Context: an optimization exercise on an open-source flow, tuned for small area and a short achievable clock period. The choices shown serve that exercise and are no tape-out recipe.
Only simulation tests tie the RTL to the original design; equivalence was not proved.

File: config.mk
export PLATFORM = sky130hd
export DESIGN_NAME = buck_cv_pi
export DESIGN_NICKNAME = buck_cv_pi
export VERILOG_FILES = /design/flow/design.v
export SDC_FILE = /design/flow/constraint.sdc
export NUM_CORES = 4
export LEC_CHECK = 0
export ABC_AREA = 0
export CAP_MARGIN = 20
export CORE_MARGIN = 2
export CORE_UTILIZATION = 50
export SLEW_MARGIN = 20
export SYNTH_HIERARCHICAL = 1
File: constraint.sdc
create_clock -name core_clock -period 175.0 [get_ports {clk_sample}]
set_input_delay 35.0000 -clock core_clock [delete_from_list [all_inputs] [get_ports {clk_sample}]]
set_output_delay 35.0000 -clock core_clock [all_outputs]
set_load 0.01 [all_outputs]
File: design.v
module buck_cv_pi(clk_sample,rst,Vout_from_buck,Time_on);
input clk_sample;
input rst;                           
input [15:0] Vout_from_buck;
output [9:0] Time_on;
reg [40:0] A;
reg [15:0] vp;
reg rf;
wire [15:0] V = Vout_from_buck;
wire n0, n1;
ha_m un0(.a(V[0]), .b(vp[0]), .s(n0), .co(n1));
wire n2, n3;
ha_m un2(.a(V[1]), .b(vp[1]), .s(n2), .co(n3));
wire n4, n5;
ha_m un4(.a(V[2]), .b(vp[2]), .s(n4), .co(n5));
wire n6, n7;
ha_m un6(.a(V[3]), .b(vp[3]), .s(n6), .co(n7));
wire n8, n9;
ha_m un8(.a(V[4]), .b(vp[4]), .s(n8), .co(n9));
wire n10, n11;
ha_m un10(.a(V[5]), .b(vp[5]), .s(n10), .co(n11));
wire n12, n13;
ha_m un12(.a(V[6]), .b(vp[6]), .s(n12), .co(n13));
wire n14, n15;
ha_m un14(.a(V[7]), .b(vp[7]), .s(n14), .co(n15));
wire n16, n17;
ha_m un16(.a(V[8]), .b(vp[8]), .s(n16), .co(n17));
wire n18, n19;
ha_m un18(.a(V[9]), .b(vp[9]), .s(n18), .co(n19));
wire n20, n21;
ha_m un20(.a(V[10]), .b(vp[10]), .s(n20), .co(n21));
wire n22, n23;
ha_m un22(.a(V[11]), .b(vp[11]), .s(n22), .co(n23));
wire n24, n25;
ha_m un24(.a(V[12]), .b(vp[12]), .s(n24), .co(n25));
wire n26, n27;
ha_m un26(.a(V[13]), .b(vp[13]), .s(n26), .co(n27));
wire n28, n29;
ha_m un28(.a(V[14]), .b(vp[14]), .s(n28), .co(n29));
wire n30, n31;
ha_m un30(.a(V[15]), .b(vp[15]), .s(n30), .co(n31));
wire n32 = n3 | (n2 & n1);
wire n33 = n2 & n0;
wire n34 = n7 | (n6 & n5);
wire n35 = n6 & n4;
wire n36 = n11 | (n10 & n9);
wire n37 = n10 & n8;
wire n38 = n15 | (n14 & n13);
wire n39 = n14 & n12;
wire n40 = n19 | (n18 & n17);
wire n41 = n18 & n16;
wire n42 = n23 | (n22 & n21);
wire n43 = n22 & n20;
wire n44 = n27 | (n26 & n25);
wire n45 = n26 & n24;
wire n46 = n31 | (n30 & n29);
wire n47 = n30 & n28;
wire n48 = n34 | (n35 & n32);
wire n49 = n35 & n33;
wire n50 = n38 | (n39 & n36);
wire n51 = n39 & n37;
wire n52 = n42 | (n43 & n40);
wire n53 = n43 & n41;
wire n54 = n46 | (n47 & n44);
wire n55 = n47 & n45;
wire n56 = n50 | (n51 & n48);
wire n57 = n51 & n49;
wire n58 = n54 | (n55 & n52);
wire n59 = n55 & n53;
wire n60 = n58 | (n59 & n56);
wire n61 = n59 & n57;
wire n62 = n52 | (n53 & n56);
wire n63 = n53 & n57;
wire n64 = n36 | (n37 & n48);
wire n65 = n37 & n49;
wire n66 = n40 | (n41 & n56);
wire n67 = n41 & n57;
wire n68 = n44 | (n45 & n62);
wire n69 = n45 & n63;
wire n70 = n5 | (n4 & n32);
wire n71 = n4 & n33;
wire n72 = n9 | (n8 & n48);
wire n73 = n8 & n49;
wire n74 = n13 | (n12 & n64);
wire n75 = n12 & n65;
wire n76 = n17 | (n16 & n56);
wire n77 = n16 & n57;
wire n78 = n21 | (n20 & n66);
wire n79 = n20 & n67;
wire n80 = n25 | (n24 & n62);
wire n81 = n24 & n63;
wire n82 = n29 | (n28 & n68);
wire n83 = n28 & n69;
wire n84 = 1'b0 | (1'b0 & n60);
wire n85 = 1'b0 & n61;
wire n86 = n0 ^ 1'b0;
wire n87 = n2 ^ n1;
wire n88 = n4 ^ n32;
wire n89 = n6 ^ n70;
wire n90 = n8 ^ n48;
wire n91 = n10 ^ n72;
wire n92 = n12 ^ n64;
wire n93 = n14 ^ n74;
wire n94 = n16 ^ n56;
wire n95 = n18 ^ n76;
wire n96 = n20 ^ n66;
wire n97 = n22 ^ n78;
wire n98 = n24 ^ n62;
wire n99 = n26 ^ n80;
wire n100 = n28 ^ n68;
wire n101 = n30 ^ n82;
wire n102 = 1'b0 ^ n60;
wire [16:0] u = {n102, n101, n100, n99, n98, n97, n96, n95, n94, n93, n92, n91, n90, n89, n88, n87, n86};
wire n103, n104;
ha_m un103(.a(vp[0]), .b(~V[0]), .s(n103), .co(n104));
wire n105, n106;
ha_m un105(.a(vp[1]), .b(~V[1]), .s(n105), .co(n106));
wire n107, n108;
ha_m un107(.a(vp[2]), .b(~V[2]), .s(n107), .co(n108));
wire n109, n110;
ha_m un109(.a(vp[3]), .b(~V[3]), .s(n109), .co(n110));
wire n111, n112;
ha_m un111(.a(vp[4]), .b(~V[4]), .s(n111), .co(n112));
wire n113, n114;
ha_m un113(.a(vp[5]), .b(~V[5]), .s(n113), .co(n114));
wire n115, n116;
ha_m un115(.a(vp[6]), .b(~V[6]), .s(n115), .co(n116));
wire n117, n118;
ha_m un117(.a(vp[7]), .b(~V[7]), .s(n117), .co(n118));
wire n119, n120;
ha_m un119(.a(vp[8]), .b(~V[8]), .s(n119), .co(n120));
wire n121, n122;
ha_m un121(.a(vp[9]), .b(~V[9]), .s(n121), .co(n122));
wire n123, n124;
ha_m un123(.a(vp[10]), .b(~V[10]), .s(n123), .co(n124));
wire n125, n126;
ha_m un125(.a(vp[11]), .b(~V[11]), .s(n125), .co(n126));
wire n127, n128;
ha_m un127(.a(vp[12]), .b(~V[12]), .s(n127), .co(n128));
wire n129, n130;
ha_m un129(.a(vp[13]), .b(~V[13]), .s(n129), .co(n130));
wire n131, n132;
ha_m un131(.a(vp[14]), .b(~V[14]), .s(n131), .co(n132));
wire n133, n134;
ha_m un133(.a(vp[15]), .b(~V[15]), .s(n133), .co(n134));
wire n135 = n104 | (n103 & 1'b1);
wire n136 = n106 | (n105 & n135);
wire n137 = n105 & n103;
wire n138 = n110 | (n109 & n108);
wire n139 = n109 & n107;
wire n140 = n114 | (n113 & n112);
wire n141 = n113 & n111;
wire n142 = n118 | (n117 & n116);
wire n143 = n117 & n115;
wire n144 = n122 | (n121 & n120);
wire n145 = n121 & n119;
wire n146 = n126 | (n125 & n124);
wire n147 = n125 & n123;
wire n148 = n130 | (n129 & n128);
wire n149 = n129 & n127;
wire n150 = n134 | (n133 & n132);
wire n151 = n133 & n131;
wire n152 = n138 | (n139 & n136);
wire n153 = n139 & n137;
wire n154 = n142 | (n143 & n140);
wire n155 = n143 & n141;
wire n156 = n146 | (n147 & n144);
wire n157 = n147 & n145;
wire n158 = n150 | (n151 & n148);
wire n159 = n151 & n149;
wire n160 = n154 | (n155 & n152);
wire n161 = n155 & n153;
wire n162 = n158 | (n159 & n156);
wire n163 = n159 & n157;
wire n164 = n162 | (n163 & n160);
wire n165 = n163 & n161;
wire n166 = n156 | (n157 & n160);
wire n167 = n157 & n161;
wire n168 = n140 | (n141 & n152);
wire n169 = n141 & n153;
wire n170 = n144 | (n145 & n160);
wire n171 = n145 & n161;
wire n172 = n148 | (n149 & n166);
wire n173 = n149 & n167;
wire n174 = n108 | (n107 & n136);
wire n175 = n107 & n137;
wire n176 = n112 | (n111 & n152);
wire n177 = n111 & n153;
wire n178 = n116 | (n115 & n168);
wire n179 = n115 & n169;
wire n180 = n120 | (n119 & n160);
wire n181 = n119 & n161;
wire n182 = n124 | (n123 & n170);
wire n183 = n123 & n171;
wire n184 = n128 | (n127 & n166);
wire n185 = n127 & n167;
wire n186 = n132 | (n131 & n172);
wire n187 = n131 & n173;
wire n188 = 1'b0 | (1'b1 & n164);
wire n189 = 1'b1 & n165;
wire n190 = n103 ^ 1'b1;
wire n191 = n105 ^ n135;
wire n192 = n107 ^ n136;
wire n193 = n109 ^ n174;
wire n194 = n111 ^ n152;
wire n195 = n113 ^ n176;
wire n196 = n115 ^ n168;
wire n197 = n117 ^ n178;
wire n198 = n119 ^ n160;
wire n199 = n121 ^ n180;
wire n200 = n123 ^ n170;
wire n201 = n125 ^ n182;
wire n202 = n127 ^ n166;
wire n203 = n129 ^ n184;
wire n204 = n131 ^ n172;
wire n205 = n133 ^ n186;
wire n206 = 1'b1 ^ n164;
wire [16:0] v = {n206, n205, n204, n203, n202, n201, n200, n199, n198, n197, n196, n195, n194, n193, n192, n191, n190};
wire big = u > 17'd5000;
wire n207, n208;
fa_m un207(.a(u[0]), .b(u[1]), .c(u[0]), .s(n207), .co(n208));
wire n209, n210;
fa_m un209(.a(u[1]), .b(u[2]), .c(n208), .s(n209), .co(n210));
wire n211, n212;
ha_m un211(.a(~A[2]), .b(m5[0]), .s(n211), .co(n212));
wire n213, n214;
fa_m un213(.a(n211), .b(u[2]), .c(u[3]), .s(n213), .co(n214));
wire n215, n216;
fa_m un215(.a(n210), .b(n213), .c(big), .s(n215), .co(n216));
wire n217, n218;
ha_m un217(.a(~A[3]), .b(m5[1]), .s(n217), .co(n218));
wire n219, n220;
fa_m un219(.a(n212), .b(n217), .c(u[3]), .s(n219), .co(n220));
wire n221, n222;
fa_m un221(.a(u[4]), .b(n214), .c(n219), .s(n221), .co(n222));
wire n223, n224;
fa_m un223(.a(~A[4]), .b(m5[2]), .c(n218), .s(n223), .co(n224));
wire n225, n226;
fa_m un225(.a(n223), .b(u[4]), .c(u[5]), .s(n225), .co(n226));
wire n227, n228;
fa_m un227(.a(n220), .b(n225), .c(n222), .s(n227), .co(n228));
wire n229, n230;
ha_m un229(.a(~A[5]), .b(n224), .s(n229), .co(n230));
wire n231, n232;
fa_m un231(.a(n229), .b(u[5]), .c(u[6]), .s(n231), .co(n232));
wire n233, n234;
fa_m un233(.a(n226), .b(n231), .c(~big), .s(n233), .co(n234));
wire n235, n236;
ha_m un235(.a(~A[6]), .b(n230), .s(n235), .co(n236));
wire n237, n238;
fa_m un237(.a(n235), .b(u[6]), .c(u[7]), .s(n237), .co(n238));
wire n239, n240;
fa_m un239(.a(n232), .b(n237), .c(big), .s(n239), .co(n240));
wire n241, n242;
fa_m un241(.a(~A[7]), .b(n236), .c(v[0]), .s(n241), .co(n242));
wire n243, n244;
fa_m un243(.a(u[8]), .b(u[7]), .c(n241), .s(n243), .co(n244));
wire n245, n246;
fa_m un245(.a(n238), .b(n243), .c(n240), .s(n245), .co(n246));
wire n247, n248;
fa_m un247(.a(~A[8]), .b(v[0]), .c(v[1]), .s(n247), .co(n248));
wire n249, n250;
fa_m un249(.a(u[8]), .b(u[9]), .c(n242), .s(n249), .co(n250));
wire n251, n252;
fa_m un251(.a(n247), .b(n244), .c(n249), .s(n251), .co(n252));
wire n253, n254;
ha_m un253(.a(~A[9]), .b(v[1]), .s(n253), .co(n254));
wire n255, n256;
fa_m un255(.a(v[2]), .b(n253), .c(u[9]), .s(n255), .co(n256));
wire n257, n258;
fa_m un257(.a(u[10]), .b(n248), .c(n250), .s(n257), .co(n258));
wire n259, n260;
fa_m un259(.a(n255), .b(~big), .c(n252), .s(n259), .co(n260));
wire n261, n262;
fa_m un261(.a(~A[10]), .b(v[2]), .c(n254), .s(n261), .co(n262));
wire n263, n264;
fa_m un263(.a(v[3]), .b(u[10]), .c(u[11]), .s(n263), .co(n264));
wire n265, n266;
fa_m un265(.a(n261), .b(n256), .c(n263), .s(n265), .co(n266));
wire n267, n268;
fa_m un267(.a(big), .b(n258), .c(n265), .s(n267), .co(n268));
wire n269, n270;
ha_m un269(.a(~A[11]), .b(v[3]), .s(n269), .co(n270));
wire n271, n272;
fa_m un271(.a(v[4]), .b(u[12]), .c(u[11]), .s(n271), .co(n272));
wire n273, n274;
fa_m un273(.a(n269), .b(n262), .c(n264), .s(n273), .co(n274));
wire n275, n276;
fa_m un275(.a(n271), .b(n266), .c(n273), .s(n275), .co(n276));
wire n277, n278;
fa_m un277(.a(~A[12]), .b(v[4]), .c(u[12]), .s(n277), .co(n278));
wire n279, n280;
fa_m un279(.a(v[5]), .b(n270), .c(u[13]), .s(n279), .co(n280));
wire n281, n282;
fa_m un281(.a(n277), .b(n272), .c(n279), .s(n281), .co(n282));
wire n283, n284;
fa_m un283(.a(big), .b(n274), .c(n281), .s(n283), .co(n284));
wire n285, n286;
fa_m un285(.a(~A[13]), .b(v[5]), .c(v[6]), .s(n285), .co(n286));
wire n287, n288;
fa_m un287(.a(u[13]), .b(u[14]), .c(n278), .s(n287), .co(n288));
wire n289, n290;
fa_m un289(.a(n280), .b(n285), .c(~big), .s(n289), .co(n290));
wire n291, n292;
fa_m un291(.a(n287), .b(n282), .c(n289), .s(n291), .co(n292));
wire n293, n294;
fa_m un293(.a(A[14]), .b(v[0]), .c(~v[6]), .s(n293), .co(n294));
wire n295, n296;
fa_m un295(.a(u[14]), .b(v[7]), .c(u[15]), .s(n295), .co(n296));
wire n297, n298;
fa_m un297(.a(n286), .b(~n293), .c(n288), .s(n297), .co(n298));
wire n299, n300;
fa_m un299(.a(n295), .b(n290), .c(n297), .s(n299), .co(n300));
wire n301, n302;
fa_m un301(.a(A[15]), .b(v[1]), .c(~u[16]), .s(n301), .co(n302));
wire n303, n304;
fa_m un303(.a(v[8]), .b(v[7]), .c(u[15]), .s(n303), .co(n304));
wire n305, n306;
fa_m un305(.a(n294), .b(n301), .c(~n296), .s(n305), .co(n306));
wire n307, n308;
fa_m un307(.a(~big), .b(n303), .c(n298), .s(n307), .co(n308));
wire n309, n310;
fa_m un309(.a(~n305), .b(n300), .c(n307), .s(n309), .co(n310));
wire n311 = A[16] ^ v[2];
wire n312 = A[16] | v[2];
wire n313, n314;
fa_m un313(.a(u[16]), .b(v[8]), .c(n311), .s(n313), .co(n314));
wire n315, n316;
fa_m un315(.a(v[9]), .b(~n302), .c(n313), .s(n315), .co(n316));
wire n317, n318;
fa_m un317(.a(~n304), .b(big), .c(n306), .s(n317), .co(n318));
wire n319, n320;
fa_m un319(.a(n315), .b(n308), .c(~n317), .s(n319), .co(n320));
wire n321, n322;
fa_m un321(.a(A[17]), .b(v[3]), .c(n312), .s(n321), .co(n322));
wire n323, n324;
fa_m un323(.a(v[9]), .b(v[10]), .c(~n321), .s(n323), .co(n324));
wire n325, n326;
fa_m un325(.a(n314), .b(n316), .c(n323), .s(n325), .co(n326));
wire n327, n328;
fa_m un327(.a(~n318), .b(n325), .c(n320), .s(n327), .co(n328));
wire n329 = A[18] ^ v[4];
wire n330 = A[18] | v[4];
wire n331, n332;
fa_m un331(.a(v[10]), .b(n329), .c(v[11]), .s(n331), .co(n332));
wire n333, n334;
fa_m un333(.a(~n322), .b(n331), .c(n324), .s(n333), .co(n334));
wire n335, n336;
fa_m un335(.a(n326), .b(n333), .c(n328), .s(n335), .co(n336));
wire n337 = A[19] ^ v[5];
wire n338 = A[19] | v[5];
wire n339, n340;
fa_m un339(.a(~n330), .b(v[12]), .c(v[11]), .s(n339), .co(n340));
wire n341, n342;
fa_m un341(.a(n337), .b(n332), .c(n339), .s(n341), .co(n342));
wire n343, n344;
fa_m un343(.a(n341), .b(n334), .c(n336), .s(n343), .co(n344));
wire n345 = A[20] ^ v[6];
wire n346 = A[20] | v[6];
wire n347, n348;
fa_m un347(.a(v[12]), .b(~n338), .c(v[13]), .s(n347), .co(n348));
wire n349, n350;
fa_m un349(.a(n345), .b(n340), .c(n347), .s(n349), .co(n350));
wire n351, n352;
fa_m un351(.a(n342), .b(n349), .c(n344), .s(n351), .co(n352));
wire n353 = A[21] ^ v[7];
wire n354 = A[21] | v[7];
wire n355, n356;
fa_m un355(.a(~n346), .b(v[13]), .c(v[14]), .s(n355), .co(n356));
wire n357, n358;
fa_m un357(.a(n353), .b(~big), .c(n348), .s(n357), .co(n358));
wire n359, n360;
fa_m un359(.a(n355), .b(n350), .c(n357), .s(n359), .co(n360));
wire n361 = A[22] ^ v[8];
wire n362 = A[22] | v[8];
wire n363, n364;
fa_m un363(.a(v[14]), .b(n361), .c(~n354), .s(n363), .co(n364));
wire n365, n366;
fa_m un365(.a(v[15]), .b(n356), .c(n363), .s(n365), .co(n366));
wire n367, n368;
fa_m un367(.a(n358), .b(n365), .c(n360), .s(n367), .co(n368));
wire n369, n370;
fa_m un369(.a(A[23]), .b(v[9]), .c(v[16]), .s(n369), .co(n370));
wire n371, n372;
fa_m un371(.a(n362), .b(~v[15]), .c(n369), .s(n371), .co(n372));
wire n373, n374;
fa_m un373(.a(n364), .b(~n371), .c(n366), .s(n373), .co(n374));
wire n375, n376;
fa_m un375(.a(A[24]), .b(v[10]), .c(v[16]), .s(n375), .co(n376));
wire n377, n378;
fa_m un377(.a(n370), .b(n375), .c(n372), .s(n377), .co(n378));
wire n379 = A[25] ^ v[11];
wire n380 = A[25] | v[11];
wire n381, n382;
fa_m un381(.a(n376), .b(~n379), .c(n378), .s(n381), .co(n382));
wire n383 = A[26] ^ v[12];
wire n384 = A[26] | v[12];
wire n385, n386;
fa_m un385(.a(~n383), .b(n380), .c(n382), .s(n385), .co(n386));
wire n387 = A[27] ^ v[13];
wire n388 = A[27] | v[13];
wire n389, n390;
fa_m un389(.a(n384), .b(~n387), .c(n386), .s(n389), .co(n390));
wire n391 = A[28] ^ v[14];
wire n392 = A[28] | v[14];
wire n393, n394;
fa_m un393(.a(n388), .b(~n391), .c(n390), .s(n393), .co(n394));
wire n395 = A[29] ^ v[15];
wire n396 = A[29] | v[15];
wire n397, n398;
fa_m un397(.a(n392), .b(~n395), .c(n394), .s(n397), .co(n398));
wire n399, n400;
fa_m un399(.a(A[30]), .b(~v[16]), .c(n396), .s(n399), .co(n400));
wire n401 = A[31] ^ n400;
wire n402 = A[31] | n400;
wire n403 = A[32] ^ n402;
wire n404 = A[32] | n402;
wire n405 = A[33] ^ n404;
wire n406 = A[33] | n404;
wire n407 = A[34] ^ n406;
wire n408 = A[34] | n406;
wire n409 = A[35] ^ n408;
wire n410 = A[35] | n408;
wire n411 = A[36] ^ n410;
wire n412 = A[36] | n410;
wire n413 = A[37] ^ n412;
wire n414 = A[37] | n412;
wire n415 = A[38] ^ n414;
wire n416 = A[38] | n414;
wire n417 = A[39] ^ n416;
wire n418 = A[39] | n416;
wire n419 = A[40] ^ n418;
wire n420 = A[40] | n418;
wire n421, n422;
ha_m un421(.a(big), .b(~n207), .s(n421), .co(n422));
wire n423, n424;
ha_m un423(.a(big), .b(~n209), .s(n423), .co(n424));
wire n425 = n216 ^ n221;
wire n426 = n216 | n221;
wire n427, n428;
ha_m un427(.a(big), .b(~n227), .s(n427), .co(n428));
wire n429 = n228 ^ n233;
wire n430 = n228 | n233;
wire n431 = n234 ^ n239;
wire n432 = n234 | n239;
wire n433 = n246 ^ n251;
wire n434 = n246 | n251;
wire n435 = n257 ^ n259;
wire n436 = n257 | n259;
wire n437 = n260 ^ n267;
wire n438 = n260 | n267;
wire n439 = n268 ^ n275;
wire n440 = n268 | n275;
wire n441 = n276 ^ n283;
wire n442 = n276 | n283;
wire n443 = n284 ^ n291;
wire n444 = n284 | n291;
wire n445 = n292 ^ n299;
wire n446 = n292 | n299;
wire n447 = n310 ^ n319;
wire n448 = n310 | n319;
wire n449 = n352 ^ n359;
wire n450 = n352 | n359;
wire n451 = n368 ^ n373;
wire n452 = n368 | n373;
wire n453, n454;
ha_m un453(.a(~n374), .b(n377), .s(n453), .co(n454));
wire n455, n456;
ha_m un455(.a(n398), .b(n399), .s(n455), .co(n456));
wire n457 = n422 | (n421 & 1'b1);
wire n458 = n424 | (n423 & n457);
wire n459 = n423 & n421;
wire n460 = ~n426 | (n425 & 1'b0);
wire n461 = n425 & ~n215;
wire n462 = ~n430 | (n429 & n428);
wire n463 = n429 & n427;
wire n464 = 1'b0 | (~n245 & ~n432);
wire n465 = ~n245 & n431;
wire n466 = ~n436 | (n435 & ~n434);
wire n467 = n435 & n433;
wire n468 = ~n440 | (n439 & ~n438);
wire n469 = n439 & n437;
wire n470 = ~n444 | (n443 & ~n442);
wire n471 = n443 & n441;
wire n472 = 1'b0 | (~n309 & ~n446);
wire n473 = ~n309 & n445;
wire n474 = 1'b0 | (~n327 & ~n448);
wire n475 = ~n327 & n447;
wire n476 = 1'b0 | (~n343 & 1'b0);
wire n477 = ~n343 & ~n335;
wire n478 = ~n450 | (n449 & 1'b0);
wire n479 = n449 & ~n351;
wire n480 = ~n452 | (n451 & 1'b0);
wire n481 = n451 & ~n367;
wire n482 = 1'b0 | (n381 & n454);
wire n483 = n381 & n453;
wire n484 = 1'b0 | (n389 & 1'b0);
wire n485 = n389 & n385;
wire n486 = 1'b0 | (n397 & 1'b0);
wire n487 = n397 & n393;
wire n488 = 1'b0 | (~n401 & n456);
wire n489 = ~n401 & n455;
wire n490 = 1'b0 | (~n405 & 1'b0);
wire n491 = ~n405 & ~n403;
wire n492 = 1'b0 | (~n409 & 1'b0);
wire n493 = ~n409 & ~n407;
wire n494 = 1'b0 | (~n413 & 1'b0);
wire n495 = ~n413 & ~n411;
wire n496 = 1'b0 | (~n417 & 1'b0);
wire n497 = ~n417 & ~n415;
wire n498 = n460 | (n461 & n458);
wire n499 = n461 & n459;
wire n500 = n464 | (n465 & n462);
wire n501 = n465 & n463;
wire n502 = n468 | (n469 & n466);
wire n503 = n469 & n467;
wire n504 = n472 | (n473 & n470);
wire n505 = n473 & n471;
wire n506 = n476 | (n477 & n474);
wire n507 = n477 & n475;
wire n508 = n480 | (n481 & n478);
wire n509 = n481 & n479;
wire n510 = n484 | (n485 & n482);
wire n511 = n485 & n483;
wire n512 = n488 | (n489 & n486);
wire n513 = n489 & n487;
wire n514 = n492 | (n493 & n490);
wire n515 = n493 & n491;
wire n516 = n496 | (n497 & n494);
wire n517 = n497 & n495;
wire n518 = n500 | (n501 & n498);
wire n519 = n501 & n499;
wire n520 = n504 | (n505 & n502);
wire n521 = n505 & n503;
wire n522 = n508 | (n509 & n506);
wire n523 = n509 & n507;
wire n524 = n512 | (n513 & n510);
wire n525 = n513 & n511;
wire n526 = n516 | (n517 & n514);
wire n527 = n517 & n515;
wire n528 = n520 | (n521 & n518);
wire n529 = n521 & n519;
wire n530 = n524 | (n525 & n522);
wire n531 = n525 & n523;
wire n532 = n530 | (n531 & n528);
wire n533 = n531 & n529;
wire n534 = n522 | (n523 & n528);
wire n535 = n523 & n529;
wire n536 = n526 | (n527 & n532);
wire n537 = n527 & n533;
wire n538 = n502 | (n503 & n518);
wire n539 = n503 & n519;
wire n540 = n506 | (n507 & n528);
wire n541 = n507 & n529;
wire n542 = n510 | (n511 & n534);
wire n543 = n511 & n535;
wire n544 = n514 | (n515 & n532);
wire n545 = n515 & n533;
wire n546 = n462 | (n463 & n498);
wire n547 = n463 & n499;
wire n548 = n466 | (n467 & n518);
wire n549 = n467 & n519;
wire n550 = n470 | (n471 & n538);
wire n551 = n471 & n539;
wire n552 = n474 | (n475 & n528);
wire n553 = n475 & n529;
wire n554 = n478 | (n479 & n540);
wire n555 = n479 & n541;
wire n556 = n482 | (n483 & n534);
wire n557 = n483 & n535;
wire n558 = n486 | (n487 & n542);
wire n559 = n487 & n543;
wire n560 = n490 | (n491 & n532);
wire n561 = n491 & n533;
wire n562 = n494 | (n495 & n544);
wire n563 = n495 & n545;
wire n564 = 1'b0 | (~n215 & n458);
wire n565 = ~n215 & n459;
wire n566 = n428 | (n427 & n498);
wire n567 = n427 & n499;
wire n568 = ~n432 | (n431 & n546);
wire n569 = n431 & n547;
wire n570 = ~n434 | (n433 & n518);
wire n571 = n433 & n519;
wire n572 = ~n438 | (n437 & n548);
wire n573 = n437 & n549;
wire n574 = ~n442 | (n441 & n538);
wire n575 = n441 & n539;
wire n576 = ~n446 | (n445 & n550);
wire n577 = n445 & n551;
wire n578 = ~n448 | (n447 & n528);
wire n579 = n447 & n529;
wire n580 = 1'b0 | (~n335 & n552);
wire n581 = ~n335 & n553;
wire n582 = 1'b0 | (~n351 & n540);
wire n583 = ~n351 & n541;
wire n584 = 1'b0 | (~n367 & n554);
wire n585 = ~n367 & n555;
wire n586 = n454 | (n453 & n534);
wire n587 = n453 & n535;
wire n588 = 1'b0 | (n385 & n556);
wire n589 = n385 & n557;
wire n590 = 1'b0 | (n393 & n542);
wire n591 = n393 & n543;
wire n592 = n456 | (n455 & n558);
wire n593 = n455 & n559;
wire n594 = 1'b0 | (~n403 & n532);
wire n595 = ~n403 & n533;
wire n596 = 1'b0 | (~n407 & n560);
wire n597 = ~n407 & n561;
wire n598 = 1'b0 | (~n411 & n544);
wire n599 = ~n411 & n545;
wire n600 = 1'b0 | (~n415 & n562);
wire n601 = ~n415 & n563;
wire n602 = 1'b0 | (~n419 & n536);
wire n603 = ~n419 & n537;
wire n604 = n421 ^ 1'b1;
wire n605 = n423 ^ n457;
wire n606 = ~n215 ^ n458;
wire n607 = n425 ^ n564;
wire n608 = n427 ^ n498;
wire n609 = n429 ^ n566;
wire n610 = n431 ^ n546;
wire n611 = ~n245 ^ n568;
wire n612 = n433 ^ n518;
wire n613 = n435 ^ n570;
wire n614 = n437 ^ n548;
wire n615 = n439 ^ n572;
wire n616 = n441 ^ n538;
wire n617 = n443 ^ n574;
wire n618 = n445 ^ n550;
wire n619 = ~n309 ^ n576;
wire n620 = n447 ^ n528;
wire n621 = ~n327 ^ n578;
wire n622 = ~n335 ^ n552;
wire n623 = ~n343 ^ n580;
wire n624 = ~n351 ^ n540;
wire n625 = n449 ^ n582;
wire n626 = ~n367 ^ n554;
wire n627 = n451 ^ n584;
wire n628 = n453 ^ n534;
wire n629 = n381 ^ n586;
wire n630 = n385 ^ n556;
wire n631 = n389 ^ n588;
wire n632 = n393 ^ n542;
wire n633 = n397 ^ n590;
wire n634 = n455 ^ n558;
wire n635 = ~n401 ^ n592;
wire n636 = ~n403 ^ n532;
wire n637 = ~n405 ^ n594;
wire n638 = ~n407 ^ n560;
wire n639 = ~n409 ^ n596;
wire n640 = ~n411 ^ n544;
wire n641 = ~n413 ^ n598;
wire n642 = ~n415 ^ n562;
wire n643 = ~n417 ^ n600;
wire n644 = ~n419 ^ n536;
wire [40:0] S = {n644, n643, n642, n641, n640, n639, n638, n637, n636, n635, n634, n633, n632, n631, n630, n629, n628, n627, n626, n625, n624, n623, n622, n621, n620, n619, n618, n617, n616, n615, n614, n613, n612, n611, n610, n609, n608, n607, n606, n605, n604};
wire n645, n646;
fa_m un645(.a(A[5]), .b(A[9]), .c(A[13]), .s(n645), .co(n646));
wire n647, n648;
fa_m un647(.a(A[17]), .b(A[21]), .c(A[25]), .s(n647), .co(n648));
wire n649, n650;
fa_m un649(.a(A[29]), .b(A[33]), .c(A[37]), .s(n649), .co(n650));
wire n651, n652;
fa_m un651(.a(n645), .b(n647), .c(n649), .s(n651), .co(n652));
wire n653, n654;
fa_m un653(.a(A[6]), .b(A[10]), .c(A[14]), .s(n653), .co(n654));
wire n655, n656;
fa_m un655(.a(A[18]), .b(A[22]), .c(A[26]), .s(n655), .co(n656));
wire n657, n658;
fa_m un657(.a(A[30]), .b(A[34]), .c(A[38]), .s(n657), .co(n658));
wire n659, n660;
fa_m un659(.a(n646), .b(n648), .c(n650), .s(n659), .co(n660));
wire n661, n662;
fa_m un661(.a(n653), .b(n655), .c(n657), .s(n661), .co(n662));
wire n663, n664;
fa_m un663(.a(n652), .b(n659), .c(n661), .s(n663), .co(n664));
wire n665, n666;
fa_m un665(.a(A[7]), .b(A[11]), .c(A[15]), .s(n665), .co(n666));
wire n667, n668;
fa_m un667(.a(A[19]), .b(A[23]), .c(A[27]), .s(n667), .co(n668));
wire n669, n670;
fa_m un669(.a(A[31]), .b(A[35]), .c(A[39]), .s(n669), .co(n670));
wire n671, n672;
fa_m un671(.a(n654), .b(n656), .c(n658), .s(n671), .co(n672));
wire n673, n674;
fa_m un673(.a(n665), .b(n667), .c(n669), .s(n673), .co(n674));
wire n675, n676;
fa_m un675(.a(n660), .b(n662), .c(n671), .s(n675), .co(n676));
wire n677, n678;
fa_m un677(.a(n673), .b(n664), .c(n675), .s(n677), .co(n678));
wire n679, n680;
fa_m un679(.a(A[8]), .b(A[12]), .c(A[16]), .s(n679), .co(n680));
wire n681, n682;
fa_m un681(.a(A[20]), .b(A[24]), .c(A[28]), .s(n681), .co(n682));
wire n683, n684;
fa_m un683(.a(A[32]), .b(A[36]), .c(A[40]), .s(n683), .co(n684));
wire n685, n686;
fa_m un685(.a(n666), .b(n668), .c(n670), .s(n685), .co(n686));
wire n687, n688;
fa_m un687(.a(n679), .b(n681), .c(n683), .s(n687), .co(n688));
wire n689, n690;
fa_m un689(.a(n672), .b(n674), .c(n685), .s(n689), .co(n690));
wire n691, n692;
fa_m un691(.a(n687), .b(n676), .c(n689), .s(n691), .co(n692));
wire n693, n694;
fa_m un693(.a(n680), .b(n682), .c(n684), .s(n693), .co(n694));
wire n695, n696;
fa_m un695(.a(n686), .b(n688), .c(n693), .s(n695), .co(n696));
wire n697, n698;
fa_m un697(.a(n651), .b(n690), .c(n695), .s(n697), .co(n698));
wire n699, n700;
fa_m un699(.a(n694), .b(n696), .c(n663), .s(n699), .co(n700));
wire n701, n702;
ha_m un701(.a(n692), .b(n697), .s(n701), .co(n702));
wire n703, n704;
fa_m un703(.a(n698), .b(n699), .c(n702), .s(n703), .co(n704));
wire n705, n706;
fa_m un705(.a(n677), .b(n700), .c(n704), .s(n705), .co(n706));
wire n707, n708;
fa_m un707(.a(n678), .b(n691), .c(n706), .s(n707), .co(n708));
wire [4:0] rs = {n708, n707, n705, n703, n701};
wire [3:0] rho;
localparam [31:0] RHO_T0 = 32'b10010101010101010010101010101010;
assign rho[0] = RHO_T0[rs];
localparam [31:0] RHO_T1 = 32'b00100110011001100100110011001100;
assign rho[1] = RHO_T1[rs];
localparam [31:0] RHO_T2 = 32'b00111000011110000111000011110000;
assign rho[2] = RHO_T2[rs];
localparam [31:0] RHO_T3 = 32'b00111111100000000111111100000000;
assign rho[3] = RHO_T3[rs];
wire [2:0] m5;
localparam [127:0] M5_T0 = 128'b00000000010100101001010010100101001010010100101001010010100101001010010100101001010010100101001010010100101001010010100101001010;
assign m5[0] = M5_T0[{rho, A[4:2]}];
localparam [127:0] M5_T1 = 128'b00000000011000110001100011000110001100011000110001100011000110001100011000110001100011000110001100011000110001100011000110001100;
assign m5[1] = M5_T1[{rho, A[4:2]}];
localparam [127:0] M5_T2 = 128'b00000000100001000010000100001000010000100001000010000100001000010000100001000010000100001000010000100001000010000100001000010000;
assign m5[2] = M5_T2[{rho, A[4:2]}];
wire [4:0] dm24;
localparam [127:0] DM24_T0 = 128'b00000000111110000011111000001111100000111110000011111000001111100000111110000011111000001111100000111110000011111000001111100000;
assign dm24[0] = DM24_T0[{rho, A[4:2]}];
localparam [127:0] DM24_T1 = 128'b00000000111111111100000000001111111111000000000011111111110000000000111111111100000000001111111111000000000011111111110000000000;
assign dm24[1] = DM24_T1[{rho, A[4:2]}];
localparam [127:0] DM24_T2 = 128'b00000000111111111111111111110000000000000000000011111111111111111111000000000000000000001111111111111111111100000000000000000000;
assign dm24[2] = DM24_T2[{rho, A[4:2]}];
localparam [127:0] DM24_T3 = 128'b00000000000000000000000000000000000000000000000011111111111111111111111111111111111111110000000000000000000000000000000000000000;
assign dm24[3] = DM24_T3[{rho, A[4:2]}];
localparam [127:0] DM24_T4 = 128'b00000000111111111111111111111111111111111111111100000000000000000000000000000000000000000000000000000000000000000000000000000000;
assign dm24[4] = DM24_T4[{rho, A[4:2]}];
wire [0:0] hs;
localparam [31:0] HS_T0 = 32'b01110111101110111101110111101110;
assign hs[0] = HS_T0[A[40:36]];
wire [33:0] cc;
localparam [31:0] CC_T0 = 32'b01010011001010010100010010100100;
assign cc[0] = CC_T0[A[40:36]];
localparam [31:0] CC_T1 = 32'b01000111000110001100000110001100;
assign cc[1] = CC_T1[A[40:36]];
localparam [31:0] CC_T2 = 32'b01100100001010101000010011001000;
assign cc[2] = CC_T2[A[40:36]];
localparam [31:0] CC_T3 = 32'b00100011000110011001110001000100;
assign cc[3] = CC_T3[A[40:36]];
localparam [31:0] CC_T4 = 32'b01000101100100010001010101100110;
assign cc[4] = CC_T4[A[40:36]];
localparam [31:0] CC_T5 = 32'b00100011001100110101000100100010;
assign cc[5] = CC_T5[A[40:36]];
localparam [31:0] CC_T6 = 32'b00010111000010110000110100001110;
assign cc[6] = CC_T6[A[40:36]];
localparam [31:0] CC_T7 = 32'b00000000101110110000000011101110;
assign cc[7] = CC_T7[A[40:36]];
localparam [31:0] CC_T8 = 32'b00000000000000001101110111101110;
assign cc[8] = CC_T8[A[40:36]];
localparam [31:0] CC_T9 = 32'b01010010100100101001010010100100;
assign cc[9] = CC_T9[A[40:36]];
localparam [31:0] CC_T10 = 32'b01100011000110001100010100101000;
assign cc[10] = CC_T10[A[40:36]];
localparam [31:0] CC_T11 = 32'b01110100000110110000010111000000;
assign cc[11] = CC_T11[A[40:36]];
localparam [31:0] CC_T12 = 32'b00100101001100101001000101001010;
assign cc[12] = CC_T12[A[40:36]];
localparam [31:0] CC_T13 = 32'b01000110001000110001100110001100;
assign cc[13] = CC_T13[A[40:36]];
localparam [31:0] CC_T14 = 32'b00100010101010101000100010101010;
assign cc[14] = CC_T14[A[40:36]];
localparam [31:0] CC_T15 = 32'b01000100100010001100110011001100;
assign cc[15] = CC_T15[A[40:36]];
localparam [31:0] CC_T16 = 32'b01110000101100001101000011100000;
assign cc[16] = CC_T16[A[40:36]];
localparam [31:0] CC_T17 = 32'b01110111000000001101110100000000;
assign cc[17] = CC_T17[A[40:36]];
localparam [31:0] CC_T18 = 32'b01110111101110110000000000000000;
assign cc[18] = CC_T18[A[40:36]];
localparam [31:0] CC_T19 = 32'b00100101001010010100100101001010;
assign cc[19] = CC_T19[A[40:36]];
localparam [31:0] CC_T20 = 32'b00010100101000110001100011000110;
assign cc[20] = CC_T20[A[40:36]];
localparam [31:0] CC_T21 = 32'b00000011101000001101100000101110;
assign cc[21] = CC_T21[A[40:36]];
localparam [31:0] CC_T22 = 32'b01010010100010010100110010100100;
assign cc[22] = CC_T22[A[40:36]];
localparam [31:0] CC_T23 = 32'b00110001100110001100010001100010;
assign cc[23] = CC_T23[A[40:36]];
localparam [31:0] CC_T24 = 32'b01010101000100010101010101000100;
assign cc[24] = CC_T24[A[40:36]];
localparam [31:0] CC_T25 = 32'b00110011001100110001000100100010;
assign cc[25] = CC_T25[A[40:36]];
localparam [31:0] CC_T26 = 32'b00000111000010110000110100001110;
assign cc[26] = CC_T26[A[40:36]];
localparam [31:0] CC_T27 = 32'b00000000101110110000000011101110;
assign cc[27] = CC_T27[A[40:36]];
localparam [31:0] CC_T28 = 32'b00000000000000001101110111101110;
assign cc[28] = CC_T28[A[40:36]];
localparam [31:0] CC_T29 = 32'b01010010100100101001010010100100;
assign cc[29] = CC_T29[A[40:36]];
localparam [31:0] CC_T30 = 32'b01100011000110001100010100101000;
assign cc[30] = CC_T30[A[40:36]];
localparam [31:0] CC_T31 = 32'b01110100000110110000010111000000;
assign cc[31] = CC_T31[A[40:36]];
localparam [31:0] CC_T32 = 32'b00100101001100101001000101001010;
assign cc[32] = CC_T32[A[40:36]];
localparam [31:0] CC_T33 = 32'b01000110001000110001100110001100;
assign cc[33] = CC_T33[A[40:36]];
wire [9:0] k30;
localparam [31:0] K30_T0 = 32'b00000000000000000000000000000000;
assign k30[0] = K30_T0[A[40:36]];
localparam [31:0] K30_T1 = 32'b01011010110100101001011010110100;
assign k30[1] = K30_T1[A[40:36]];
localparam [31:0] K30_T2 = 32'b00111001110011100111000110001100;
assign k30[2] = K30_T2[A[40:36]];
localparam [31:0] K30_T3 = 32'b00000111110000011111000001111100;
assign k30[3] = K30_T3[A[40:36]];
localparam [31:0] K30_T4 = 32'b11111111110000000000111111111100;
assign k30[4] = K30_T4[A[40:36]];
localparam [31:0] K30_T5 = 32'b01011010111011010110100101001000;
assign k30[5] = K30_T5[A[40:36]];
localparam [31:0] K30_T6 = 32'b10011100111100011000111001110000;
assign k30[6] = K30_T6[A[40:36]];
localparam [31:0] K30_T7 = 32'b11100000111111100000111110000000;
assign k30[7] = K30_T7[A[40:36]];
localparam [31:0] K30_T8 = 32'b00000000111111111111000000000000;
assign k30[8] = K30_T8[A[40:36]];
localparam [31:0] K30_T9 = 32'b11111111000000000000000000000000;
assign k30[9] = K30_T9[A[40:36]];
wire [4:0] th0;
localparam [31:0] TH0_T0 = 32'b10100110110100101000100101001000;
assign th0[0] = TH0_T0[A[40:36]];
localparam [31:0] TH0_T1 = 32'b10011110001100011000011100111000;
assign th0[1] = TH0_T1[A[40:36]];
localparam [31:0] TH0_T2 = 32'b01111110000011111000000011111000;
assign th0[2] = TH0_T2[A[40:36]];
localparam [31:0] TH0_T3 = 32'b00000001111111111000000000000111;
assign th0[3] = TH0_T3[A[40:36]];
localparam [31:0] TH0_T4 = 32'b00000000000000000111111111111111;
assign th0[4] = TH0_T4[A[40:36]];
wire [4:0] th1;
localparam [31:0] TH1_T0 = 32'b01011011001011010110011010110100;
assign th1[0] = TH1_T0[A[40:36]];
localparam [31:0] TH1_T1 = 32'b11000111000111001110000110001100;
assign th1[1] = TH1_T1[A[40:36]];
localparam [31:0] TH1_T2 = 32'b00111111000000111110000001111100;
assign th1[2] = TH1_T2[A[40:36]];
localparam [31:0] TH1_T3 = 32'b00000000111111111110000000000011;
assign th1[3] = TH1_T3[A[40:36]];
localparam [31:0] TH1_T4 = 32'b00000000000000000001111111111111;
assign th1[4] = TH1_T4[A[40:36]];
wire gx0 = A[2] & 1'b1;
wire gy0 = A[2] | 1'b1;
wire ge1 = cc[0] ? gx0 : gy0;
wire gx1 = A[3] & ge1;
wire gy1 = A[3] | ge1;
wire ge2 = cc[1] ? gx1 : gy1;
wire gx2 = A[4] & ge2;
wire gy2 = A[4] | ge2;
wire ge3 = cc[2] ? gx2 : gy2;
wire gx3 = A[5] & ge3;
wire gy3 = A[5] | ge3;
wire ge4 = cc[3] ? gx3 : gy3;
wire gx4 = A[6] & ge4;
wire gy4 = A[6] | ge4;
wire ge5 = cc[4] ? gx4 : gy4;
wire gx5 = A[7] & ge5;
wire gy5 = A[7] | ge5;
wire ge6 = cc[5] ? gx5 : gy5;
wire gx6 = A[8] & ge6;
wire gy6 = A[8] | ge6;
wire ge7 = cc[6] ? gx6 : gy6;
wire gx7 = A[9] & ge7;
wire gy7 = A[9] | ge7;
wire ge8 = cc[7] ? gx7 : gy7;
wire gx8 = A[10] & ge8;
wire gy8 = A[10] | ge8;
wire ge9 = cc[8] ? gx8 : gy8;
wire gx9 = A[11] & ge9;
wire gy9 = A[11] | ge9;
wire ge10 = cc[9] ? gx9 : gy9;
wire gx10 = A[12] & ge10;
wire gy10 = A[12] | ge10;
wire ge11 = cc[10] ? gx10 : gy10;
wire gx11 = A[13] & ge11;
wire gy11 = A[13] | ge11;
wire ge12 = cc[11] ? gx11 : gy11;
wire gx12 = A[14] & ge12;
wire gy12 = A[14] | ge12;
wire ge13 = cc[12] ? gx12 : gy12;
wire gx13 = A[15] & ge13;
wire gy13 = A[15] | ge13;
wire ge14 = cc[13] ? gx13 : gy13;
wire gx14 = A[16] & ge14;
wire gy14 = A[16] | ge14;
wire ge15 = cc[14] ? gx14 : gy14;
wire gx15 = A[17] & ge15;
wire gy15 = A[17] | ge15;
wire ge16 = cc[15] ? gx15 : gy15;
wire gx16 = A[18] & ge16;
wire gy16 = A[18] | ge16;
wire ge17 = cc[16] ? gx16 : gy16;
wire gx17 = A[19] & ge17;
wire gy17 = A[19] | ge17;
wire ge18 = cc[17] ? gx17 : gy17;
wire gx18 = A[20] & ge18;
wire gy18 = A[20] | ge18;
wire ge19 = cc[18] ? gx18 : gy18;
wire gx19 = A[21] & ge19;
wire gy19 = A[21] | ge19;
wire ge20 = cc[19] ? gx19 : gy19;
wire gx20 = A[22] & ge20;
wire gy20 = A[22] | ge20;
wire ge21 = cc[20] ? gx20 : gy20;
wire gx21 = A[23] & ge21;
wire gy21 = A[23] | ge21;
wire ge22 = cc[21] ? gx21 : gy21;
wire gx22 = A[24] & ge22;
wire gy22 = A[24] | ge22;
wire ge23 = cc[22] ? gx22 : gy22;
wire gx23 = A[25] & ge23;
wire gy23 = A[25] | ge23;
wire ge24 = cc[23] ? gx23 : gy23;
wire gx24 = A[26] & ge24;
wire gy24 = A[26] | ge24;
wire ge25 = cc[24] ? gx24 : gy24;
wire gx25 = A[27] & ge25;
wire gy25 = A[27] | ge25;
wire ge26 = cc[25] ? gx25 : gy25;
wire gx26 = A[28] & ge26;
wire gy26 = A[28] | ge26;
wire ge27 = cc[26] ? gx26 : gy26;
wire gx27 = A[29] & ge27;
wire gy27 = A[29] | ge27;
wire ge28 = cc[27] ? gx27 : gy27;
wire gx28 = A[30] & ge28;
wire gy28 = A[30] | ge28;
wire ge29 = cc[28] ? gx28 : gy28;
wire gx29 = A[31] & ge29;
wire gy29 = A[31] | ge29;
wire ge30 = cc[29] ? gx29 : gy29;
wire gx30 = A[32] & ge30;
wire gy30 = A[32] | ge30;
wire ge31 = cc[30] ? gx30 : gy30;
wire gx31 = A[33] & ge31;
wire gy31 = A[33] | ge31;
wire ge32 = cc[31] ? gx31 : gy31;
wire gx32 = A[34] & ge32;
wire gy32 = A[34] | ge32;
wire ge33 = cc[32] ? gx32 : gy32;
wire gx33 = A[35] & ge33;
wire gy33 = A[35] | ge33;
wire ge = cc[33] ? gx33 : gy33;
wire g = hs[0] & ge;
wire t = dm24 >= (g ? th1 : th0);
wire n709, n710;
fa_m un709(.a(~A[5]), .b(k30[0]), .c(rho[0]), .s(n709), .co(n710));
wire n711, n712;
fa_m un711(.a(~A[6]), .b(k30[1]), .c(rho[1]), .s(n711), .co(n712));
wire n713, n714;
fa_m un713(.a(n710), .b(n711), .c(g), .s(n713), .co(n714));
wire n715, n716;
fa_m un715(.a(~A[7]), .b(k30[2]), .c(rho[2]), .s(n715), .co(n716));
wire n717, n718;
fa_m un717(.a(n712), .b(n715), .c(g), .s(n717), .co(n718));
wire n719, n720;
fa_m un719(.a(~A[8]), .b(k30[3]), .c(rho[3]), .s(n719), .co(n720));
wire n721, n722;
fa_m un721(.a(n716), .b(n719), .c(g), .s(n721), .co(n722));
wire n723, n724;
ha_m un723(.a(A[9]), .b(A[5]), .s(n723), .co(n724));
wire n725, n726;
fa_m un725(.a(~n723), .b(k30[4]), .c(rho[0]), .s(n725), .co(n726));
wire n727, n728;
fa_m un727(.a(n720), .b(n725), .c(g), .s(n727), .co(n728));
wire n729, n730;
fa_m un729(.a(A[10]), .b(A[6]), .c(n724), .s(n729), .co(n730));
wire n731, n732;
fa_m un731(.a(~n729), .b(k30[5]), .c(rho[1]), .s(n731), .co(n732));
wire n733, n734;
fa_m un733(.a(n726), .b(n731), .c(n728), .s(n733), .co(n734));
wire n735, n736;
fa_m un735(.a(A[11]), .b(A[7]), .c(n730), .s(n735), .co(n736));
wire n737, n738;
fa_m un737(.a(k30[6]), .b(~n735), .c(rho[2]), .s(n737), .co(n738));
wire n739, n740;
fa_m un739(.a(n732), .b(n737), .c(n734), .s(n739), .co(n740));
wire n741, n742;
fa_m un741(.a(A[12]), .b(A[8]), .c(~k30[7]), .s(n741), .co(n742));
wire n743, n744;
fa_m un743(.a(n736), .b(n741), .c(~rho[3]), .s(n743), .co(n744));
wire n745, n746;
fa_m un745(.a(n738), .b(~n743), .c(n740), .s(n745), .co(n746));
wire n747, n748;
ha_m un747(.a(A[13]), .b(A[9]), .s(n747), .co(n748));
wire n749, n750;
fa_m un749(.a(A[5]), .b(n747), .c(~k30[8]), .s(n749), .co(n750));
wire n751, n752;
fa_m un751(.a(n742), .b(n749), .c(~rho[0]), .s(n751), .co(n752));
wire n753, n754;
fa_m un753(.a(n744), .b(n751), .c(~n746), .s(n753), .co(n754));
wire n755, n756;
fa_m un755(.a(A[14]), .b(A[10]), .c(A[6]), .s(n755), .co(n756));
wire n757, n758;
fa_m un757(.a(n748), .b(n755), .c(~k30[9]), .s(n757), .co(n758));
wire n759, n760;
fa_m un759(.a(n750), .b(n757), .c(~rho[1]), .s(n759), .co(n760));
wire n761, n762;
fa_m un761(.a(n752), .b(n759), .c(n754), .s(n761), .co(n762));
wire n763, n764;
ha_m un763(.a(t), .b(n709), .s(n763), .co(n764));
wire n765, n766;
ha_m un765(.a(n714), .b(n717), .s(n765), .co(n766));
wire n767, n768;
ha_m un767(.a(n718), .b(n721), .s(n767), .co(n768));
wire n769, n770;
ha_m un769(.a(n722), .b(n727), .s(n769), .co(n770));
wire n771 = n764 | (n763 & 1'b1);
wire n772 = 1'b0 | (n713 & n771);
wire n773 = n713 & n763;
wire n774 = n768 | (n767 & n766);
wire n775 = n767 & n765;
wire n776 = 1'b0 | (n733 & n770);
wire n777 = n733 & n769;
wire n778 = 1'b0 | (n745 & 1'b0);
wire n779 = n745 & n739;
wire n780 = 1'b0 | (~n761 & 1'b0);
wire n781 = ~n761 & ~n753;
wire n782 = n774 | (n775 & n772);
wire n783 = n775 & n773;
wire n784 = n778 | (n779 & n776);
wire n785 = n779 & n777;
wire n786 = n784 | (n785 & n782);
wire n787 = n785 & n783;
wire n788 = n776 | (n777 & n782);
wire n789 = n777 & n783;
wire n790 = n780 | (n781 & n786);
wire n791 = n781 & n787;
wire n792 = n766 | (n765 & n772);
wire n793 = n765 & n773;
wire n794 = n770 | (n769 & n782);
wire n795 = n769 & n783;
wire n796 = 1'b0 | (n739 & n788);
wire n797 = n739 & n789;
wire n798 = 1'b0 | (~n753 & n786);
wire n799 = ~n753 & n787;
wire n800 = n763 ^ 1'b1;
wire n801 = n713 ^ n771;
wire n802 = n765 ^ n772;
wire n803 = n767 ^ n792;
wire n804 = n769 ^ n782;
wire n805 = n733 ^ n794;
wire n806 = n739 ^ n788;
wire n807 = n745 ^ n796;
wire n808 = ~n753 ^ n786;
wire n809 = ~n761 ^ n798;
wire [9:0] T = {n809, n808, n807, n806, n805, n804, n803, n802, n801, n800};
assign Time_on = rf ? 10'd200 : T;
always @(posedge clk_sample) begin
  if (rst) begin
    A  <= 41'd0;
    vp <= 16'd2500;
    rf <= 1'b1;
  end else begin
    A  <= S;
    vp <= V;
    rf <= 1'b0;
  end
end
endmodule
module fa_m(input a, input b, input c, output s, output co);
assign s = a ^ b ^ c;
assign co = (a & b) | (a & c) | (b & c);
endmodule
module ha_m(input a, input b, output s, output co);
assign s = a ^ b;
assign co = a & b;
endmodule
File: run.sh
#!/bin/bash
# synth_recipe.tcl (not shown) runs the flow's synth.tcl, then flattens the netlist and writes it again
# the make line also repeats each setting of config.mk as NAME=value (left out here)
make -C /OpenROAD-flow-scripts/flow DESIGN_CONFIG=/design/flow/config.mk WORK_HOME=/design/flow/orfs CLKGATE_MAP_FILE= SYNTH_SCRIPT=/design/flow/synth_recipe.tcl finish
==> results.yml, run 1 <==
yosys:
  yosys.area_share.simple_pct: 14.2
  synth_nets: 1549
  synth_edf_count: 0
  synth_warnings: 7
  synth_top_area_cell: "fa_1"
  synth_mux_area_share_pct: 4.07
  syn_area_per_cell_um2: 8.86
  synthAdderAreaFrac_pct: 42.1
  yosysSeqAreaShare_pct: 10.1
  synth_compound_area_share_pct: 18.7
  yosysTopAreaCellShare_pct: 25.9
  async_reset_ff_share_pct: 0
  synthTopCellsByArea: "fa_1 (26%), ha_1 (16%), dfxtp_1 (10%)"
  synthCells: 1247
  synth_top_family_by_area: "adder cells"
  synth-xor-area-share_pct: 3.01
  synth_cell_types: 86
  ys.flop_type: "dfxtp_1"
  synth_area_um2: 11000
  yosys_register_bits: 56
timing:
  timing.final.crit_share_pct: 25.9
  setup-tns-final_ns: 0
  maxSlewViolCount: 0
  rsz0062_at_grt: "no"
  finalWorstSetupSlack_ns: 129.59
  worstMarginPinSlew_ns: 0.829
  slew_headroom_pct: 44.6
  max_freq_mhz: 22.0
  fin_skew_ns: 0.0105
  finalSetupViolations: 0
  hold_viol_final: 0
  min_period_ns: 45.41
clock_network:
  postCtsHoldBufs: 0
  cts_setup_buffers: 0
  clkTransAtPathRegs_ns: 0.07
  clkSinkCount: 56
  ctsResizeCount: 0
  clk_latency_ns: 0.30
  htree_levels: 2
  cts_tree: "yes"
  cts_root_buf: "clkbuf_16"
  cts_buffers: 5
  cts_buffer_depth: 2
floorplanning:
  core_area_um2: 21800
  pin_count: 28
  dieArea_um2: 23300
  fp-row-count: 54
  die_w_um: 153
  die_y_um: 153
  start_util_pct: 50.8
run_status:
  outcome: "no timing/DRC/antenna violations"
worst_setup_path:
  critPathKind: "register to output pin"
  cpMostUsedCell: "fa_1"
  end_kind: "output pin"
  required_ns: 140.00
  critPathArrivalTime_ns: 10.41
  path_max_fanout: 67
  cp-start-kind: "register"
  worst_path_largest_cell_delay_ns: 0.58
  cp_slowest_cell: "fa_1"
place:
  place_hpwl_mm: 21.9
  place.gp.congestion: 0.887
  portBuffers: 27
  place_ws_ns: 130.00
drt:
  ant_nets: 0
  first_pass_iters: 5
  drt_iter0_drc: 619
  vias: 8783
  wl_per_cell_um: 18.1
  via_per_inst: 5.82
  post-route-drc-count: 0
  routed_wl_mm: 27.3
grt:
  grt_pass1_wl_mm: 46.1
  grt_max_degree: 70
  grt_remaining_overflow: 0
  antenna_found_initial: 0
  grt_pass1_vias: 8854
  grt_usage_pct: 24.2
cells_and_area:
  syn_to_final_growth_pct: 5.28
  fillers: 2056
  layout-drive-gt1-share_pct: 6.03
  diodes: 0
  fin_nets: 1530
flow_run:
  maxCapViolCount: 0
hold_path:
  min_path_type: "register to register"
per-layer routing:
layer	part of all wire, %	up-vias	global-route usage [%]
met5	0	-	0
met4	2.1	0	6.22
met3	4.6	36	2.28
met2	47	253	40.6
met1	46	4228	33.9
li1	-	4266	-
critical path: cells and delay by family (launching register included):
family	cells	cell delay [ns]
adders and majority gates	12	4.38
AOI/OAI and AO/OA	12	2.65
buffers and inverters	3	1.61
and+or+nand+nor	8	0.98
DFF	1	0.32
xor gates and xnor gates	1	0.16
registers in the layout (all words and copies together), names as in the netlist:
signal / count
A: 39
rf: 1
vp: 16
cells in the mapped netlist (all sizes together), types with 4 or more instances:
| master | count |
|---|---|
| o21a | 9 |
| or3 | 6 |
| a21boi | 4 |
| and2 | 5 |
| a21oi | 66 |
| mux4 | 11 |
| fa | 143 |
| ha | 141 |
| xor2 | 12 |
| mux2i | 13 |
| or2 | 16 |
| and3 | 7 |
| a211oi | 19 |
| a2111oi | 5 |
| a31oi | 10 |
| nor3b | 6 |
| o221a | 5 |
| a21o | 23 |
| o211ai | 13 |
| dfxtp | 56 |
| a311oi | 5 |
| xnor2 | 26 |
| o211a | 4 |
| o21ai | 61 |
| buf | 25 |
| nor2 | 110 |
| nand2b | 17 |
| nand2 | 66 |
| nand3 | 17 |
| a221oi | 8 |
| inv | 152 |
| a211o | 5 |
| o22ai | 8 |
| nor3 | 20 |
| o311ai | 4 |
| a22oi | 5 |
| clkbuf | 35 |
| nor2b | 40 |
| mux2 | 6 |
| o31ai | 5 |
Yosys stat by module, one instance, submodules excluded:
module | cells inside | times used | cell area, µm²
buck_cv_pi | 1061 | 1 | 7700
fa_m | 1 | 136 | 20.0
ha_m | 1 | 50 | 12.5
worst paths after layout:
path | cells after the start | slack, ns | startpoint | to
worst min register to register | 4 | 0.81 | A[33] | A[33]
worst max-delay path | 36 | 129.59 | A[38] | Time_on[9]
worst max register to register | 42 | 161.95 | A[38] | A[38]
worst min-delay path | 4 | 0.81 | A[33] | A[33]
layout by cell type (no fill, tap or decap), types with 4 or more instances in the layout:
cell type        instances
nand2_1                 65
nand3_1                 17
nand2b_1                17
inv_1                  150
mux2_2                   6
mux2i_1                 12
or3_1                    6
or2_2                   15
o211a_1                  4
a31oi_1                 10
clkdlybuf4s50_1         26
a211o_1                  5
nor2b_1                 39
mux4_2                  11
nor3b_1                  6
ha_1                   141
dfxtp_1                 53
o21a_1                   9
a311oi_1                 5
and3_1                   6
o311ai_0                 4
a22oi_1                  4
o211ai_1                13
clkbuf_16                5
a21oi_1                 66
a221oi_1                 7
fa_1                   143
xor2_1                  12
nor2_1                 109
a211oi_1                19
and2_1                   5
o22ai_1                  8
xnor2_1                 26
o21ai_0                 59
a21boi_0                 4
nor3_1                  20
o221a_2                  5
buf_4                    8
a21o_1                  23
o31ai_1                  5
area by class of cell:
| type | count | area [µm²] | area share [%] |
|---|---|---|---|
| sequential | 56 | 1120 | 9.67 |
| timing repair buffer | 34 | 320 | 2.75 |
| clock inverter | 2 | 60.1 | 0.516 |
| clock buffer | 5 | 125 | 1.08 |
| multi-input combinational | 977 | 9070 | 78.0 |
| tap | 280 | 350 | 3.01 |
| inverter | 154 | 578 | 4.97 |
per-stage QoR:
| step | hold WS, ns | util (%) | cells | instance area (µm²) |
|---|---|---|---|---|
| 6_report | 0.810 | 53.5 | 1508 | 11600 |
| 5_1_grt | 0.893 | 53.5 | 1508 | 11600 |
| 4_1_cts | 0.822 | 53.4 | 1508 | 11600 |
| 3_5_place_dp | 0.804 | 52.6 | 1501 | 11400 |
| 3_3_place_gp | 0.780 | 52.6 | 1501 | 11400 |
| 2_1_floorplan | 0.684 | - | 1247 | 11000 |
kinds of logic (layout without fill, tap and decap cells):
group,Yosys count,in the layout
compound gates,300,300
xor+xnor,38,38
fa+ha+maj,286,286
buf+inv,214,195
flops,56,56
mux,30,30
other cells,1,1
simple gates,322,322
==> run 2: changes to the inputs <==
--- a/config.mk
+++ b/config.mk
@@ -7,3 +7,3 @@
 export LEC_CHECK = 0
-export ABC_AREA = 0
+export ABC_AREA = 1
 export CAP_MARGIN = 20
==> run 2 against run 1 <==
Compared with the run above:
- still clean on timing, DRC and antenna
- cell count up 8.0%
- critical path depth grew 4
==> results.yml, run 2 <==
run_status:
  outcome: "no timing/DRC/antenna violations"
cells_and_area:
  mostFrequentLayoutCells: "inv_1 (259), nand2_1 (223), nor2_1 (143), fa_1 (143), ha_1 (141)"
  largest_reg_flops: 39
  top_register: "A"
  syn_to_final_growth_pct: 6.27
  diodes: 0
  reg.largest.list: "A x39, vp x16, rf x1"
  final_common_cell: "inv_1"
  fin_nets: 1660
  fin_area_um2: 11100
  layout-drive-gt1-share_pct: 3.61
  fillers: 2052
  finalNonFillerCells: 1629
grt:
  antenna_found_initial: 0
  grt_remaining_overflow: 0
  grt_max_degree: 51
  grt_usage_pct: 25.1
  grt_pass1_wl_mm: 43.6
  grt_pass1_vias: 8395
yosys:
  synth_mux_area_share_pct: 0
  async_reset_ff_share_pct: 0
  synth_top_family_by_area: "adder cells"
  synth_top_area_cell: "fa_1"
  yosys_register_bits: 56
  yosysMostFrequentCell: "inv_1"
  synthCells: 1349
  synth_warnings: 7
  synth-xor-area-share_pct: 2.60
  synth_compound_area_share_pct: 13.0
  synthTopCellsByCount: "inv_1 (259), nand2_1 (223), fa_1 (143), nor2_1 (143), ha_1 (141)"
  syn_area_per_cell_um2: 7.73
  synth_cell_types: 62
  yosysTopAreaCellShare_pct: 27.4
  yosysSeqAreaShare_pct: 10.7
  ys.flop_type: "dfxtp_1"
  synth_nets: 1651
  synth_edf_count: 0
  synthAdderAreaFrac_pct: 44.4
  synth_area_um2: 10400
  synthTopCellsByArea: "fa_1 (27%), ha_1 (17%), dfxtp_1 (11%)"
  yosys.area_share.simple_pct: 17.9
drt:
  vias: 8623
  ant_nets: 0
  routed_wl_mm: 26.4
  drt_iter0_drc: 620
  via_per_inst: 5.29
  post-route-drc-count: 0
  wl_per_cell_um: 16.2
  first_pass_iters: 5
clock_network:
  cts_buffers: 5
  postCtsHoldBufs: 0
  cts_buffer_depth: 2
  clkTransAtPathRegs_ns: 0.08
  cts_setup_buffers: 0
  htree_levels: 2
  cts_tree: "yes"
  clkSinkCount: 56
  cts_root_buf: "clkbuf_16"
  clk_latency_ns: 0.31
  ctsResizeCount: 0
worst_setup_path:
  end_kind: "output pin"
  cp_slowest_cell: "dfxtp_1"
  cp-start-kind: "register"
  critPathArrivalTime_ns: 9.65
  required_ns: 140.00
  path_max_fanout: 21
  cpMostUsedCell: "fa_1"
  worst_path_largest_cell_delay_ns: 0.69
  critPathKind: "register to output pin"
place:
  placed_area_um2: 10900
  place.gp.congestion: 0.960
  place_hpwl_mm: 22.2
  placed_cells: 1620
  portBuffers: 27
timing:
  fin_skew_ns: 0.0101
  min_period_ns: 44.65
  maxSlewViolCount: 0
  finalSetupViolations: 0
  worstMarginPinSlew_ns: 0.818
  whs_ns: 0.777
  hold_viol_final: 0
  max_freq_mhz: 22.4
  setup-tns-final_ns: 0
  timing.final.crit_share_pct: 25.5
  rsz0062_at_grt: "no"
  slew_headroom_pct: 45.1
floorplanning:
  pin_count: 28
  start_util_pct: 51.2
  dieArea_um2: 22000
  fp-row-count: 52
  die_w_um: 148
  core_area_um2: 20400
  die_y_um: 148
hold_path:
  min_path_type: "register to register"
flow_run:
  maxCapViolCount: 0
==> run 2: cell types whose count changed after synthesis, moves of 13 or more <==
cell,before,now
a21o_1,23,0
nor2_1,109,143
inv_1,150,259
o21ai_0,59,75
nand2b_1,17,0
nand3_1,17,48
a211oi_1,19,1
nand2_1,65,223
clkbuf_1,35,22
nor2b_1,39,0
==> run 2: per-stage QoR <==
stage | util [%] | setup WS [ns]
floorplan | - | 132.30
global placement | 53.6 | 130.84
detailed placement | 53.6 | 130.71
CTS | 54.4 | 130.34
global route | 54.4 | 129.56
finish | 54.4 | 130.35
==> run 2: metal layers <==
metal | GRT usage, % | vias to the layer above | routed length (µm)
li1 | - | 4298 | -
met3 | 2.61 | 35 | 1160
met2 | 42.4 | 242 | 12600
met1 | 35.0 | 4048 | 12000
met4 | 5.95 | 0 | 565
met5 | 0 | - | 0
==> run 2: cells by family (layout without fill, tap and decap cells) <==
| group | Yosys count | in the layout |
|---|---|---|
| fa+ha+maj | 284 | 284 |
| buf+inv | 299 | 309 |
| compound gates | 227 | 227 |
| other cells | 1 | 1 |
| flops | 56 | 56 |
| simple gates | 451 | 451 |
| xor+xnor | 31 | 31 |
==> run 2: worst paths after layout <==
| path | from | end | slack, ns | depth (start not counted) |
|---|---|---|---|---|
| setup / recovery | A[36] | Time_on[9] | 130.35 | 40 |
| hold / removal | A[35] | A[35] | 0.78 | 4 |
| setup reg to reg | A[36] | A[39] | 162.87 | 50 |
| hold reg to reg | A[35] | A[35] | 0.78 | 4 |
==> run 2: critical path: cells and delay by family (launching register included) <==
kind	cells	cell delay [ns]
buffers and inverters	4	1.30
AOI/OAI and AO/OA	10	1.29
DFF	1	0.69
adders and majority gates	12	4.40
xor gates and xnor gates	1	0.15
and+or+nand+nor	13	1.47
==> run 2: layout make-up <==
type | count | area, µm² | share of cell area (%)
Timing Repair Buffer | 37 | 338 | 3.05
Tap cell | 270 | 338 | 3.05
Sequential cell | 56 | 1120 | 10.1
Inverter | 264 | 998 | 9.01
Multi-Input combinational cell | 994 | 8130 | 73.3
Clock inverter | 2 | 35.0 | 0.316
Clock buffer | 6 | 129 | 1.16
==> run 2: Yosys stat by module, one instance, submodules excluded <==
module	cell area (µm²)	flops+latches	copies in the design
ha_m	12.5	0	50
fa_m	20.0	0	136
buck_cv_pi	7080	56	1

## what the ideal ports hide
Ports are ideal in the flow. The routed layouts listed here were re-timed in OpenROAD.
Step 1 sets driving cells, clkbuf_16 on the clock port and buf_2 on the other inputs (assumed; they add their load-dependent delay and slew).
Step 2 adds t to the input delays and takes it off the output delays; t is the mean of the earliest and latest rising clock arrival at the registers after step 1. Input paths then give back, and output paths get back, about the clock's delay inside the block.
Slacks: no drivers / after step 1 / after step 2; pairs: no drivers / after step 1.
run | t, ns | setup WS [ns] | worst setup path after step 2 | worst slew at a driven data input, ns
run 1 | 0.333 | 129.590 / 129.552 / 129.885 | register to output | 0.03
run 2 | 0.352 | 130.353 / 130.310 / 130.662 | register to output | 0.03
After both steps setup and hold are still met in every run listed.
